From an optimization exercise on the open Yosys and OpenROAD flow, aimed at small area, a short achievable clock period and few clock cycles per item; shortcuts taken in it are not production practice. In this exercise RTL edits were held to simulation tests only and were not proved equivalent to the original.

==> flow/design.v (outline; a module is shown in full before it is edited, if it fits) <==
// module f32_mult: 152 lines
// module f32_mult_mul24: 1287 lines
// module f32_mult_fa: 7 lines
module f32_mult (
  input logic clk, rst_n,
  input logic [31:0] a, b,
  input logic start,
  output logic done,
  output logic [31:0] p
);
  // ...
==> flow/flow/run.sh <==
#!/bin/bash
# The standard layout, with the input/output port buffers made from plain
# buf cells (buffer_ports otherwise picks a slow delay cell for them).
set -euo pipefail
bash standard.sh "BUFFER_PORTS_ARGS=-buffer_cell sky130_fd_sc_hd__buf_4" finish > standard_flow.log 2>&1
==> flow/standard.sh <==
#!/bin/bash
# synth_recipe.tcl (not shown) runs the flow's synth.tcl, then flattens the netlist and writes it again
# the make line also repeats each setting of config.mk as NAME=value (left out here)
make -C /OpenROAD-flow-scripts/flow DESIGN_CONFIG=/design/flow/config.mk WORK_HOME=/design/flow/orfs CLKGATE_MAP_FILE= SYNTH_SCRIPT=/design/flow/synth_recipe.tcl "${@:-finish}"
==> flow/config.mk <==
export PLATFORM = sky130hd
export DESIGN_NAME = f32_mult
export DESIGN_NICKNAME = f32_mult
export VERILOG_FILES = /design/flow/design.v
export SDC_FILE = /design/flow/constraint.sdc
export NUM_CORES = 4
export LEC_CHECK = 0
export ABC_AREA = 1
export CAP_MARGIN = 20
export CORE_MARGIN = 2
export CORE_UTILIZATION = 40
export PLACE_DENSITY = 0.75
export SETUP_SLACK_MARGIN = 1.8
export SLEW_MARGIN = 20
export SYNTH_HIERARCHICAL = 1
export SYNTH_MINIMUM_KEEP_SIZE = 0
==> flow/constraint.sdc <==
create_clock -name core_clock -period 12.0 [get_ports {clk}]
set_input_delay 2.4000 -clock core_clock [delete_from_list [all_inputs] [get_ports {clk}]]
set_output_delay 2.4000 -clock core_clock [all_outputs]
set_load 0.01 [all_outputs]
==> reports/metrics.csv, run 1 <==
stage;metric;value;unit
status;status;timing/DRC/antenna clean;
global_routing;top_usage_layer;met2;
setup_path;critPathLaunch;b[19];
synth;synth_compound_area_frac;0.1518;
sta;slew_headroom;0.3250;
layout;num_antenna_cells;0;
synth;ys_ff_latch;33;
detailed_routing;wl_met1;29.18;mm
layout;layout_commonest_cell;nand2_1;
sta;max_freq;100.7;MHz
clock_tree;path_clk_slew;0.06;ns
floorplanning;rows;85;
placement;pre_cts_ws;1.067;ns
layout;n_all_inverters;347;
sta;min_period;9.927;ns
synth;netlist-cell-type-count;58;
setup_path;endpoint;p[4];
clock_tree;cts_buffer_depth;2;
synth;synth_edf_count;0;
floorplanning;start_util;0.4028;
setup_path;slowest_stage;fa_2;
synth;synth.mux.area_fraction;0;
layout;fin_util;0.4480;
global_routing;grt_max_degree;46;
synth;synth_area_leader_cell;fa_1;
layout;regArea;665.6;µm²
placement;dp.cells;3792;
detailed_routing;first_iter_violations;2689;
layout;multi_input_comb_cells;2539;
synth;yosysMostFrequentCell;nand2_1;
Testbench counts, summed over its fixed seeds: cycles 12,000, ops 12,000.
==> run 2, diff against run 1 <==
--- a/flow/config.mk
+++ b/flow/config.mk
@@ -11,5 +11,5 @@
 export CORE_UTILIZATION = 40
 export PLACE_DENSITY = 0.75
-export SETUP_SLACK_MARGIN = 1.8
+export SETUP_SLACK_MARGIN = 0.8
 export SLEW_MARGIN = 20
 export SYNTH_HIERARCHICAL = 1
==> run 2 against run 1 <==
Effect of this change:
- die area unchanged
- worst setup slack worse by 0.49 ns
- via count down 2.6%
- synthesized cell count unchanged
- clock-buffer cell count unchanged
- area after synthesis unchanged
- final area down 4.2%
- cell count down 1.5%
==> reports/metrics.csv, run 2 <==
stage;metric;value;unit;change
status;status;timing/DRC/antenna clean;;
synth;yosysMostFrequentCell;nand2_1;;
layout;reg_top3;p x32, done x1;;
detailed_routing;drtAntennaViolNets;0;;
setup_path;worstSetupPathType;in2reg;;
setup_path;setup.worst_path.end_class;flip-flop;;
floorplanning;start_util;0.4028;;unchanged
clock_tree;path_clk_slew;0.06;ns;about the same
synth;netlist.area_leader.share;0.2472;;
synth;yosysWarnings;8;;
sta;setup_viol;0;;
floorplanning;ios;100;;
sta;setup_ws;1.582;ns;
synth;synth_area;21550;µm²;
sta;maxSlewViolCount;0;;
hold_path;hold_path.class;in2async;;
clock_tree;h-tree-depth;2;;
clock_tree;root_buffer;clkbuf_16;;
synth;synth.avg_cell_area;6.937;µm²;
layout;max_flop_register;p;;
layout;layout_commonest_cell;nand2_1;;
global_routing;grt_max_degree;46;;unchanged
clock_tree;cts_tree;done;;
run;maxCapViolations;0;;
layout;num_antenna_cells;0;;unchanged
detailed_routing;wl_per_cell;20.10;µm;
synth;ys_ff_latch;33;;unchanged
floorplanning;die_area;55740;µm²;
layout;regArea;665.6;µm²;unchanged
synth;ys.flop_type;dfxtp_1;;
sta;final.period_utilization;0.8681;;
floorplanning;rows;85;;unchanged
placement;hpwl;60.19;mm;
global_routing;antenna_found_initial;0;;
layout;final_cell_mix;nand2_1, inv_1, xor2_1;;
synth;netlist-cell-type-count;58;;unchanged
floorplanning;core-area;53500;µm²;
placement;gp_congestion;1.004;;
layout;area_delta_synth_final;6.597;%;
layout;multi_input_area;18570;µm²;
global_routing;grt_pass1_wl;118.4;mm;
layout;design_area;22970;µm²;
layout;largest_register_ffs;32;;
setup_path;arrival;10.60;ns;
sta;max_freq;95.99;MHz;-4.7%
global_routing;grt_usage;0.2674;;
setup_path;worstPathRequired;12.18;ns;
placement;pre_cts_ws;1.067;ns;unchanged
layout;drive_above_1_share;0.1018;;
floorplanning;die_h;236.1;µm;
setup_path;slowest_stage;fa_1;;
synth;yosys-top-cells-area;fa_1, nand2_1, xor2_1, o22ai_1, ha_1;;
clock_tree;cts_num_sinks;33;;
synth;synthArstFlopShare;0.03030;;
floorplanning;die_w;236.1;µm;
sta;rsz0062_at_grt;no;;
setup_path;crit_fanout;25;;
sta;finalSetupTns;0;ns;
setup_path;path_common_cell;nand2_1;;
detailed_routing;viasPerCell;5.887;;
setup_path;startpoint_type;primary input;;
global_routing;gr-total-overflow;0;;
sta;min_period;10.42;ns;+0.4904 ns
synth;synth_edf_count;0;;unchanged
sta;slew_headroom;0.2706;;-0.05437
placement;dpl_cell_area;22780;µm²;
global_routing;grt_pass1_vias;21590;;
layout;fin_nets;3559;;
placement;io_buffers;99;;
setup_path;cp_slowest_stage_delay;0.56;ns;
detailed_routing;dr.pass1.iters;9;;
sta;worstMarginPinSlew;1.093;ns;
clock_tree;cts_buffer_depth;2;;unchanged
detailed_routing;drc;0;;
layout;num-fill-cells;5378;;
detailed_routing;finalWirelength;76.41;mm;
synth;syn-instance-count;3106;;
sta;hold_viol_final;0;;
detailed_routing;first_iter_violations;2470;;-8.1%
synth;ys_seq_area_frac;0.03089;;
synth;synth_nets;3561;;
synth;synth_common_cells;nand2_1, inv_1, xor2_1, fa_1, o22ai_1;;
clock_tree;numCtsBuffers;5;;
synth;synth_area_leader_cell;fa_1;;
detailed_routing;vias;22380;;
[run 2: final cells by class]
| type | instances | share of cell area |
|---|---|---|
| tap | 696 | 0.03792 |
| clock buffer | 5 | 0.005448 |
| timing repair buffer | 182 | 0.06074 |
| clock inverter | 3 | 0.002016 |
| multi-input combinational | 2537 | 0.8085 |
| inverter | 345 | 0.05638 |
| sequential | 33 | 0.02898 |
[run 2: logic make-up after synthesis]
| family | count (synthesis) | share of synthesized area |
|---|---|---|
| xor+xnor | 308 | 0.1256 |
| fa+ha+maj | 388 | 0.3180 |
| buf+inv | 536 | 0.1076 |
| flops | 33 | 0.03089 |
| simple gates | 1322 | 0.2661 |
| compound gates | 519 | 0.1518 |
[run 2: repair_timing]
action / 4_1_cts / 5_1_grt
resized for setup: 0 / 2
setup buffers: 0 / 0
hold buffers: 0 / 0
setup endpoints to repair: 0 / 23
[run 2: critical path: cells and delay by family]
family	cells	cell delay [ns]
adders and majority gates	6	2.86
buffers and inverters	8	1.58
and+or+nand+nor	30	3.37
AOI/OAI and AO/OA	1	0.09
xor gates and xnor gates	1	0.20
[run 2: how the worst max path moves through the flow]
stage | to | slack (ns) | from | cells after the start
final | p[28] | 1.58 | b[1] | 46
after global routing | p[30] | 0.94 | b[1] | 46
after CTS | p[28] | 1.37 | b[1] | 46
after detailed placement | p[28] | 1.07 | b[1] | 46
after global placement | p[30] | 1.17 | b[1] | 46
after floorplan | p[25] | 2.95 | b[13] | 44
[run 2: per-layer routing]
metal  share of wire  GRT usage
met5               0          0
met4           0.069     0.1585
met1            0.38     0.3288
met3            0.11    0.05699
met2            0.44     0.4316
[run 2: per-stage QoR]
step,hold slack [ns],instances,utilization
3_5_place_dp,2.176,3792,0.4258
4_1_cts,1.872,3800,0.4290
3_3_place_gp,2.175,3792,0.4258
5_1_grt,1.873,3801,0.4293
6_report,1.870,3801,0.4293
2_1_floorplan,2.104,3106,-
[run 2: per-module statistics from Yosys (local to each module, per instance)]
module,flops+latches,times used
f32_mult_fa,0,257
f32_mult,33,1
f32_mult_mul24,0,1
==> run 3, diff against run 2 <==
--- a/flow/config.mk
+++ b/flow/config.mk
@@ -11,5 +11,5 @@
 export CORE_UTILIZATION = 40
 export PLACE_DENSITY = 0.75
-export SETUP_SLACK_MARGIN = 0.8
+export SETUP_SLACK_MARGIN = 1.5
 export SLEW_MARGIN = 20
 export SYNTH_HIERARCHICAL = 1
==> run 3 against run 2 <==
Effect of this change:
- sequential cell count did not move
- worst hold slack better by 0.0029 ns
- first-iteration DRC count rose by 1.9%
- clock-buffer cell count did not move
- synthesized cell count did not move
- via count is 0.58% higher
- still clean
- non-clock buffer count up 21
- worst setup slack gained 0.43 ns
- final area up 1.4%
- maximum frequency rose by 4.3%
- highest routed layer unchanged
==> reports/metrics.csv, run 3 <==
stage;metric;value;unit;change
status;status;timing/DRC/antenna clean;;
layout;multi_input_area;18640;µm²;+0.36%
synth;synth_area;21550;µm²;unchanged
setup_path;path_common_cell;nand2_1;;
layout;num-fill-cells;5344;;-0.63%
layout;final_cell_mix;nand2_1, inv_1, xor2_1;;
layout;area_delta_synth_final;8.124;%;
synth;ys_ff_latch;33;;unchanged
sta;holdWs;1.873;ns;+0.002940 ns
sta;maxSlewViolCount;0;;unchanged
synth;netlist-cell-type-count;58;;unchanged
floorplanning;die_w;236.1;µm;unchanged
setup_path;arrival;10.17;ns;-0.43 ns
clock_tree;path_clk_slew;0.06;ns;about the same
setup_path;slowest_stage;fa_1;;
sta;hold_viol_final;0;;unchanged
placement;dpl_cell_area;22780;µm²;unchanged
global_routing;grt_usage;0.2674;;unchanged
layout;layout_commonest_cell;nand2_1;;
setup_path;startpoint_type;primary input;;
clock_tree;numCtsBuffers;5;;unchanged
floorplanning;die_area;55740;µm²;unchanged
synth;syn-instance-count;3106;;unchanged
synth;synthArstFlopShare;0.03030;;unchanged
hold_path;hold_path.class;in2async;;
detailed_routing;first_iter_violations;2517;;+1.9%
global_routing;grt_pass1_vias;21590;;unchanged
placement;gp_congestion;1.004;;unchanged
synth;yosysMostFrequentCell;nand2_1;;
clock_tree;cts_buffer_depth;2;;unchanged
layout;drive_above_1_share;0.1142;;+0.01240
layout;fin_util;0.4355;;+0.006151
detailed_routing;vias;22510;;+0.58%
layout;largest_register_ffs;32;;unchanged
sta;finalSetupTns;0;ns;unchanged
run;maxCapViolations;0;;unchanged
placement;io_buffers;99;;unchanged
sta;min_period;9.989;ns;-0.4281 ns
synth;synth_area_leader_cell;fa_1;;
sta;setup_ws;2.011;ns;+0.4281 ns
setup_path;cp_slowest_stage_delay;0.53;ns;-0.03 ns
global_routing;antenna_found_initial;0;;unchanged
clock_tree;cts_num_sinks;33;;unchanged
setup_path;worstSetupPathType;in2reg;;
layout;design_area;23300;µm²;+1.4%
placement;dp.cells;3792;;unchanged
floorplanning;die_h;236.1;µm;unchanged
synth;ys_seq_area_frac;0.03089;;unchanged
setup_path;setup.worst_path.end_class;flip-flop;;
clock_tree;h-tree-depth;2;;unchanged
sta;worstMarginPinSlew;0.9933;ns;-0.09962 ns
clock_tree;cts_tree;done;;
sta;slew_headroom;0.3371;;+0.06650
layout;max_flop_register;p;;
placement;pre_cts_ws;1.067;ns;unchanged
global_routing;grt_pass1_wl;118.4;mm;unchanged
synth;synth_nets;3561;;unchanged
detailed_routing;drc;0;;unchanged
synth;netlist.area_leader.share;0.2472;;unchanged
synth;synth_common_cells;nand2_1, inv_1, xor2_1, fa_1, o22ai_1;;
layout;fin_cells;3823;;+0.58%
layout;fin_nets;3581;;+0.62%
layout;num_antenna_cells;0;;unchanged
detailed_routing;wl_per_cell;20.14;µm;+0.21%
setup_path;worstPathRequired;12.18;ns;about the same
sta;max_freq;100.1;MHz;+4.3%
floorplanning;core-area;53500;µm²;unchanged
synth;yosys-top-cells-area;fa_1, nand2_1, xor2_1, o22ai_1, ha_1;;
clock_tree;ctsHoldBuffers;0;;unchanged
synth;synth.avg_cell_area;6.937;µm²;unchanged
floorplanning;start_util;0.4028;;unchanged
global_routing;grt_max_degree;46;;unchanged
placement;hpwl;60.19;mm;unchanged
synth;synth_edf_count;0;;unchanged
detailed_routing;viasPerCell;5.887;;about the same
detailed_routing;finalWirelength;77.01;mm;+0.79%
detailed_routing;drtAntennaViolNets;0;;unchanged
floorplanning;rows;85;;unchanged
detailed_routing;dr.pass1.iters;6;;-3
sta;setup_viol;0;;unchanged
floorplanning;ios;100;;unchanged
layout;reg_top3;p x32, done x1;;
sta;rsz0062_at_grt;no;;
setup_path;crit_fanout;18;;-28%
clock_tree;root_buffer;clkbuf_16;;
global_routing;gr-total-overflow;0;;unchanged
synth;ys.flop_type;dfxtp_1;;
layout;regArea;665.6;µm²;unchanged
synth;yosysWarnings;8;;unchanged
sta;final.period_utilization;0.8324;;-0.03568
-- run 3: cell counts after synthesis --
No cell type changed its count.
-- run 3: critical path: cells and delay by family --
kind,cells,cell delay (ns)
compound gates,2,0.53
simple gates,29,3.13
buf+inv,7,1.11
xor+xnor,1,0.25
fa+ha+maj,6,2.70
-- run 3: timing repair --
item	in CTS	in global routing
endpoints found under the setup margin	23	31
buffers inserted	0	21
cloned	0	1
pin swaps	0	3
gates resized for setup	1	38
-- run 3: worst paths after layout --
check                      startpoint  endpoint  slack [ns]
max                             b[19]     p[28]        2.01
min                             rst_n      done        1.87
max in group asynchronous       rst_n      done       10.05
min in group core_clock         start      done        2.22
-- run 3: cell type report --
| type | instances | area share |
|---|---|---|
| Multi-Input combinational cell | 2538 | 0.7999 |
| Timing Repair Buffer | 203 | 0.06945 |
| Inverter | 345 | 0.05731 |
| Tap cell | 696 | 0.03738 |
| Sequential cell | 33 | 0.02857 |
| Clock buffer | 5 | 0.005371 |
| Clock inverter | 3 | 0.001987 |
-- run 3: modules after synthesis, one instance, submodules excluded --
module	cells inside	cell area, µm²
f32_mult_mul24	1391	8685
f32_mult_fa	1	20.02
f32_mult	1458	7716
-- run 3: routing by layer --
metal	wire (µm)	vias to the layer above	GRT usage
met3	8197	322	0.05699
met1	28990	10550	0.3288
li1	-	10210	-
met2	34450	1425	0.4316
met5	0	-	0
met4	5382	0	0.1585
-- run 3: kinds of logic (layout without fill, tap and decap cells) --
| logic type | after synthesis | count (layout) | share of synthesized area |
|---|---|---|---|
| simple gates | 1322 | 1322 | 0.2661 |
| buf+inv | 536 | 556 | 0.1076 |
| compound gates | 519 | 520 | 0.1518 |
| fa+ha+maj | 388 | 388 | 0.3180 |
| xor+xnor | 308 | 308 | 0.1256 |
| flops | 33 | 33 | 0.03089 |
==> run 4, diff against run 3 <==
--- a/flow/config.mk
+++ b/flow/config.mk
@@ -9,5 +9,5 @@
 export CAP_MARGIN = 20
 export CORE_MARGIN = 2
-export CORE_UTILIZATION = 40
+export CORE_UTILIZATION = 50
 export PLACE_DENSITY = 0.75
 export SETUP_SLACK_MARGIN = 1.5
==> run 4 against run 3 <==
Effect of this change:
- critical endpoint is now p[10]
- synthesized cell count unchanged
- area after synthesis unchanged
- wire length increased by 7.7%
==> reports/metrics.csv, run 4 <==
stage;metric;value;unit;change
status;status;timing/DRC/antenna clean;;
layout;largest_register_ffs;32;;unchanged
synth;yosysWarnings;8;;unchanged
clock_tree;numCtsBuffers;5;;unchanged
layout;multi_input_area;18740;µm²;+0.58%
synth;synth_area;21550;µm²;unchanged
synth;netlist.area_leader.share;0.2472;;unchanged
placement;io_buffers;99;;unchanged
layout;area_delta_synth_final;7.735;%;
clock_tree;h-tree-depth;2;;unchanged
placement;dpl_cell_area;22440;µm²;-1.5%
layout;reg_top3;p x32, done x1;;
synth;ys.flop_type;dfxtp_1;;
detailed_routing;vias;23110;;+2.7%
synth;synthArstFlopShare;0.03030;;unchanged
layout;drive_above_1_share;0.1166;;+0.002403
hold_path;hold_path.class;in2async;;
synth;yosys-top-cells-area;fa_1, nand2_1, xor2_1, o22ai_1, ha_1;;
placement;gp_congestion;1.050;;+4.6%
detailed_routing;wl_per_cell;22.66;µm;+12%
clock_tree;ctsHoldBuffers;0;;unchanged
sta;worstMarginPinSlew;1.041;ns;+0.04728 ns
clock_tree;cts_buffer_depth;2;;unchanged
layout;fin_cells;3660;;-4.3%
floorplanning;die_w;211.6;µm;-10%
floorplanning;die_area;44770;µm²;-20%
floorplanning;ios;100;;unchanged
sta;final.period_utilization;0.8475;;+0.01505
global_routing;grt_pass1_wl;124.6;mm;+5.3%
sta;rsz0062_at_grt;yes;;
setup_path;worstSetupPathType;in2reg;;
clock_tree;cts_num_sinks;33;;unchanged
sta;finalSetupTns;0;ns;unchanged
setup_path;arrival;10.38;ns;+0.21 ns
sta;min_period;10.17;ns;+0.1806 ns
sta;slew_headroom;0.3055;;-0.03155
detailed_routing;finalWirelength;82.94;mm;+7.7%
placement;hpwl;63.00;mm;+4.7%
setup_path;path_common_cell;nand2_1;;
setup_path;worst-path-buf-inv;4;;-3
floorplanning;core-area;42790;µm²;-20%
detailed_routing;dr.pass1.iters;7;;+1
sta;setup_viol;0;;unchanged
layout;regArea;665.6;µm²;unchanged
layout;final_cell_mix;nand2_1, inv_1, xor2_1;;
layout;fin_nets;3568;;-0.36%
layout;layout_commonest_cell;nand2_1;;
setup_path;cp_slowest_stage_delay;0.52;ns;about the same
synth;synth_nets;3561;;unchanged
global_routing;grt_pass1_vias;22030;;+2.0%
sta;holdWs;1.876;ns;+0.003400 ns
setup_path;startpoint_type;primary input;;
detailed_routing;viasPerCell;6.314;;+7.3%
synth;yosysMostFrequentCell;nand2_1;;
layout;design_area;23210;µm²;-0.36%
setup_path;crit_family;simple AND/OR/NAND/NOR gates;;
setup_path;worstPathRequired;12.21;ns;+0.03 ns
synth;netlist-cell-type-count;58;;unchanged
setup_path;setup.worst_path.end_class;flip-flop;;
synth;synth.avg_cell_area;6.937;µm²;unchanged
setup_path;crit_fanout;38;;+20
clock_tree;path_clk_slew;0.06;ns;about the same
global_routing;grt_max_degree;46;;unchanged
synth;synth_edf_count;0;;unchanged
floorplanning;die_h;211.6;µm;-10%
floorplanning;rows;76;;-11%
placement;dp.cells;3625;;-4.4%
detailed_routing;drc;0;;unchanged
clock_tree;root_buffer;clkbuf_16;;
sta;max_freq;98.33;MHz;-1.8%
synth;synth_common_cells;nand2_1, inv_1, xor2_1, fa_1, o22ai_1;;
synth;ys_seq_area_frac;0.03089;;unchanged
sta;setup_ws;1.830;ns;-0.1806 ns
layout;fin_util;0.5425;;+0.1070
synth;syn-instance-count;3106;;unchanged
synth;synth_area_leader_cell;fa_1;;
clock_tree;cts_tree;done;;
layout;num-fill-cells;4123;;-23%
sta;hold_viol_final;0;;unchanged
layout;num_antenna_cells;0;;unchanged
placement;pre_cts_ws;0.8729;ns;-0.1944 ns
detailed_routing;first_iter_violations;3155;;+25%
synth;ys_ff_latch;33;;unchanged
sta;maxSlewViolCount;0;;unchanged
setup_path;slowest_stage;fa_1;;
global_routing;grt_usage;0.3607;;+0.09335
layout;max_flop_register;p;;
floorplanning;start_util;0.5035;;+0.1007
run;maxCapViolations;0;;unchanged
global_routing;antenna_found_initial;1;;+1
global_routing;gr-total-overflow;0;;unchanged
detailed_routing;drtAntennaViolNets;0;;unchanged
==> run 4: cell counts after synthesis <==
No cell type changed its count.
==> run 4: final cells by class <==
cell class | count | share of cell area
clock buffers | 5 | 0.005390
clock inverters | 3 | 0.001994
inverters | 345 | 0.05746
multi-input cells | 2537 | 0.8075
flip-flops and latches | 33 | 0.02868
well taps | 546 | 0.02943
repair buffers | 189 | 0.06910
repair inverters | 2 | 0.0004312
==> run 4: timing repair <==
action	4_1_cts	5_1_grt
endpoints found under the setup margin	31	31
cloned	0	3
gates resized for setup	12	74
pin swaps	0	8
buffers inserted	5	19
==> run 4: modules after synthesis (local to each module, per instance) <==
module,times used,cells inside
f32_mult_fa,257,1
f32_mult,1,1458
f32_mult_mul24,1,1391
==> run 4: cell families after synthesis <==
group,after synthesis,share of synthesized area
simple gates,1322,0.2661
buf+inv,536,0.1076
flops,33,0.03089
compound gates,519,0.1518
xor+xnor,308,0.1256
fa+ha+maj,388,0.3180
==> run 4: metal layers <==
metal  vias to the layer above  GRT usage  part of all wire  wire, µm
met3                       381    0.08574              0.13     10660
met2                      1742     0.5549              0.43     35680
met4                         0     0.1848             0.063      5218
li1                      10190          -                 -         -
met5                         -          0                 0         0
met1                     10790     0.4727              0.38     31380
==> run 4: worst paths after layout <==
check | endpoint | depth (start not counted) | from
min in group core_clock | done | 1 | start
worst max-delay path | p[10] | 37 | b[17]
worst min-delay path | done | 1 | rst_n
max in group asynchronous | done | 1 | rst_n
==> run 5, diff against run 4 <==
==> flow/flow/run.sh (replaced) <==
#!/bin/bash
# The standard layout, with the input/output port buffers made from plain
# buf cells (buffer_ports otherwise picks a slow delay cell for them).
set -euo pipefail
bash standard.sh "BUFFER_PORTS_ARGS=-buffer_cell sky130_fd_sc_hd__buf_2" finish > standard_flow.log 2>&1
--- a/flow/config.mk
+++ b/flow/config.mk
@@ -9,5 +9,5 @@
 export CAP_MARGIN = 20
 export CORE_MARGIN = 2
-export CORE_UTILIZATION = 50
+export CORE_UTILIZATION = 40
 export PLACE_DENSITY = 0.75
 export SETUP_SLACK_MARGIN = 1.5
==> run 5 against run 4 <==
Effect of this change:
- non-clock buffer count increased by 46
- worst hold slack worse by 0.0027 ns
- final area grew 1.2%
- global-route usage fell by 8.7 points
- die area rose by 24%
- clock-buffer cell count is 1 higher
- worst setup slack worse by 0.092 ns
- synthesized cell count is the same
- via count fell by 0.90%
==> reports/metrics.csv, run 5 <==
stage;metric;value;unit;change
status;status;timing/DRC/antenna clean;;
layout;largest_register_ffs;32;;unchanged
sta;hold_viol_final;0;;unchanged
layout;reg_top3;p x32, done x1;;
sta;finalSetupTns;0;ns;unchanged
layout;final_cell_mix;nand2_1, inv_1, xor2_1;;
clock_tree;h-tree-depth;2;;unchanged
detailed_routing;first_iter_violations;2910;;-7.8%
sta;slew_headroom;0.3190;;+0.01345
layout;drive_above_1_share;0.1300;;+0.01345
synth;yosysMostFrequentCell;nand2_1;;
sta;setup_ws;1.738;ns;-0.09237 ns
setup_path;arrival;10.45;ns;+0.07 ns
floorplanning;core-area;53500;µm²;+25%
synth;synthArstFlopShare;0.03030;;unchanged
setup_path;path_common_cell;nand2_1;;
layout;layout_commonest_cell;nand2_1;;
clock_tree;path_clk_slew;0.06;ns;about the same
floorplanning;die_area;55740;µm²;+24%
synth;synth_area;21550;µm²;unchanged
floorplanning;start_util;0.4028;;-0.1007
synth;ys.flop_type;dfxtp_1;;
synth;yosys-top-cells-area;fa_1, nand2_1, xor2_1, o22ai_1, ha_1;;
detailed_routing;vias;22900;;-0.90%
setup_path;crit_fanout;13;;-66%
detailed_routing;drtAntennaViolNets;0;;unchanged
detailed_routing;dr.pass1.iters;7;;unchanged
setup_path;cp_slowest_stage_delay;0.53;ns;about the same
floorplanning;die_h;236.1;µm;+12%
synth;synth_common_cells;nand2_1, inv_1, xor2_1, fa_1, o22ai_1;;
placement;hpwl;61.40;mm;-2.5%
floorplanning;rows;85;;+12%
floorplanning;ios;100;;unchanged
setup_path;worstPathRequired;12.18;ns;-0.03 ns
global_routing;gr-total-overflow;0;;unchanged
detailed_routing;wl_per_cell;20.86;µm;-7.9%
synth;ys_seq_area_frac;0.03089;;unchanged
layout;fin_nets;3615;;+1.3%
floorplanning;die_w;236.1;µm;+12%
clock_tree;numCtsBuffers;5;;unchanged
synth;netlist-cell-type-count;58;;unchanged
global_routing;grt_usage;0.2742;;-0.08658
sta;min_period;10.26;ns;+0.09237 ns
synth;yosysWarnings;8;;unchanged
global_routing;grt_max_degree;46;;unchanged
run;maxCapViolations;0;;unchanged
setup_path;slowest_stage;a21oi_4;;
synth;synth_area_leader_cell;fa_1;;
sta;maxSlewViolCount;0;;unchanged
clock_tree;cts_tree;done;;
clock_tree;root_buffer;clkbuf_16;;
global_routing;grt_pass1_wl;120.7;mm;-3.2%
sta;rsz0062_at_grt;no;;
detailed_routing;viasPerCell;5.936;;-6.0%
placement;gp_congestion;1.019;;-3.0%
synth;synth.avg_cell_area;6.937;µm²;unchanged
setup_path;critPathLaunch;b[19];;
placement;io_buffers;99;;unchanged
sta;final.period_utilization;0.8552;;+0.007698
synth;synth_edf_count;0;;unchanged
layout;area_delta_synth_final;9.047;%;
sta;worstMarginPinSlew;1.020;ns;-0.02018 ns
detailed_routing;drc;0;;unchanged
layout;design_area;23500;µm²;+1.2%
synth;synth_nets;3561;;unchanged
sta;max_freq;97.44;MHz;-0.90%
setup_path;worstSetupPathType;in2reg;;
detailed_routing;finalWirelength;80.48;mm;-3.0%
sta;holdWs;1.874;ns;-0.002660 ns
setup_path;startpoint_type;primary input;;
hold_path;hold_path.class;in2async;;
synth;ys_ff_latch;33;;unchanged
setup_path;setup.worst_path.end_class;flip-flop;;
synth;netlist.area_leader.share;0.2472;;unchanged
global_routing;antenna_found_initial;1;;unchanged
global_routing;grt_pass1_vias;21510;;-2.4%
clock_tree;cts_num_sinks;33;;unchanged
synth;syn-instance-count;3106;;unchanged
clock_tree;cts_buffer_depth;2;;unchanged
layout;max_flop_register;p;;
placement;pre_cts_ws;0.9391;ns;+0.06615 ns
placement;dpl_cell_area;22560;µm²;+0.51%
clock_tree;ctsHoldBuffers;0;;unchanged
sta;setup_viol;0;;unchanged
[run 5: cell counts after synthesis]
No cell type changed its count.
[run 5: repair_timing]
item | 4_1_cts | 5_1_grt
setup endpoints to repair | 31 | 31
gates resized for setup | 7 | 88
pin swaps | 0 | 14
gates cloned | 0 | 4
setup buffers | 0 | 46
[run 5: area by class of cell]
type | count | area [µm²]
tap | 696 | 870.8
inverter | 345 | 1344
timing repair buffer | 235 | 1649
sequential | 33 | 665.6
fill | 5424 | 30000
clock inverter | 2 | 37.54
multi-input combinational | 2538 | 18770
timing repair inverter | 2 | 15.01
antenna | 1 | 2.502
clock buffer | 6 | 138.9
[run 5: logic make-up after synthesis]
logic type / share of synthesized area
xor gates and xnor gates: 0.1256
AOI/OAI and AO/OA: 0.1518
and+or+nand+nor: 0.2661
adders and majority gates: 0.3180
DFF: 0.03089
buffers and inverters: 0.1076
[run 5: worst paths after layout]
| check | slack [ns] | endpoint |
|---|---|---|
| setup / recovery | 1.74 | p[22] |
| max in group asynchronous | 10.04 | done |
| hold / removal | 1.87 | done |
| min in group core_clock | 2.22 | done |
[run 5: modules after synthesis, one instance, submodules excluded]
module          area [µm²]  times used
f32_mult              7716           1
f32_mult_fa          20.02         257
f32_mult_mul24        8685           1
[run 5: metal layers]
layer | track usage | share of wire | up-vias
met5 | 0 | 0 | -
met4 | 0.1533 | 0.072 | 0
met3 | 0.05138 | 0.12 | 355
met2 | 0.4476 | 0.45 | 1670
met1 | 0.3408 | 0.36 | 10590
li1 | - | - | 10280
[run 5: critical path, delay by kind of cell]
family | cells | cell delay, ns
AOI/OAI and AO/OA | 3 | 0.89
and+or+nand+nor | 23 | 2.95
buffers and inverters | 7 | 1.16
adders and majority gates | 6 | 2.71
xor gates and xnor gates | 2 | 0.30
[run 5: per-stage QoR]
step / utilization / instances
2_1_floorplan: - / 3106
3_3_place_gp: 0.4217 / 3799
3_5_place_dp: 0.4217 / 3799
4_1_cts: 0.4255 / 3807
5_1_grt: 0.4392 / 3858
6_report: 0.4392 / 3858

afterwards: timing with drivers on the ports:
Ports are ideal in the flow. The routed layouts listed here were re-timed in OpenROAD.
Step 1, drivers: a clkbuf_16 drives clk and a buf_2 each remaining input, both assumed.
Step 2, shift: input delay + t, output delay - t, t = (earliest + latest rising clock arrival at the registers) / 2. This alone moves slack from input paths to output paths.
Slacks: no drivers / after step 1 / after step 2; pairs: no drivers / after step 1.
| run | t (ns) | setup slack, ns | latest minus earliest clock arrival (ns) |
|---|---|---|---|
| run 1 | 0.323 | 2.073 / 2.066 / 1.744 | 0.009 / 0.009 |
| run 2 | 0.323 | 1.582 / 1.592 / 1.269 | 0.008 / 0.009 |
| run 3 | 0.320 | 2.011 / 2.019 / 1.699 | 0.008 / 0.008 |
| run 4 | 0.318 | 1.830 / 1.788 / 1.470 | 0.011 / 0.011 |
| run 5 | 0.319 | 1.738 / 1.750 / 1.431 | 0.008 / 0.008 |
After both steps every run listed still meets setup and hold. The setup slack of run 4, which loses most, moves by -0.042 ns with the drivers and by -0.360 ns with both steps.
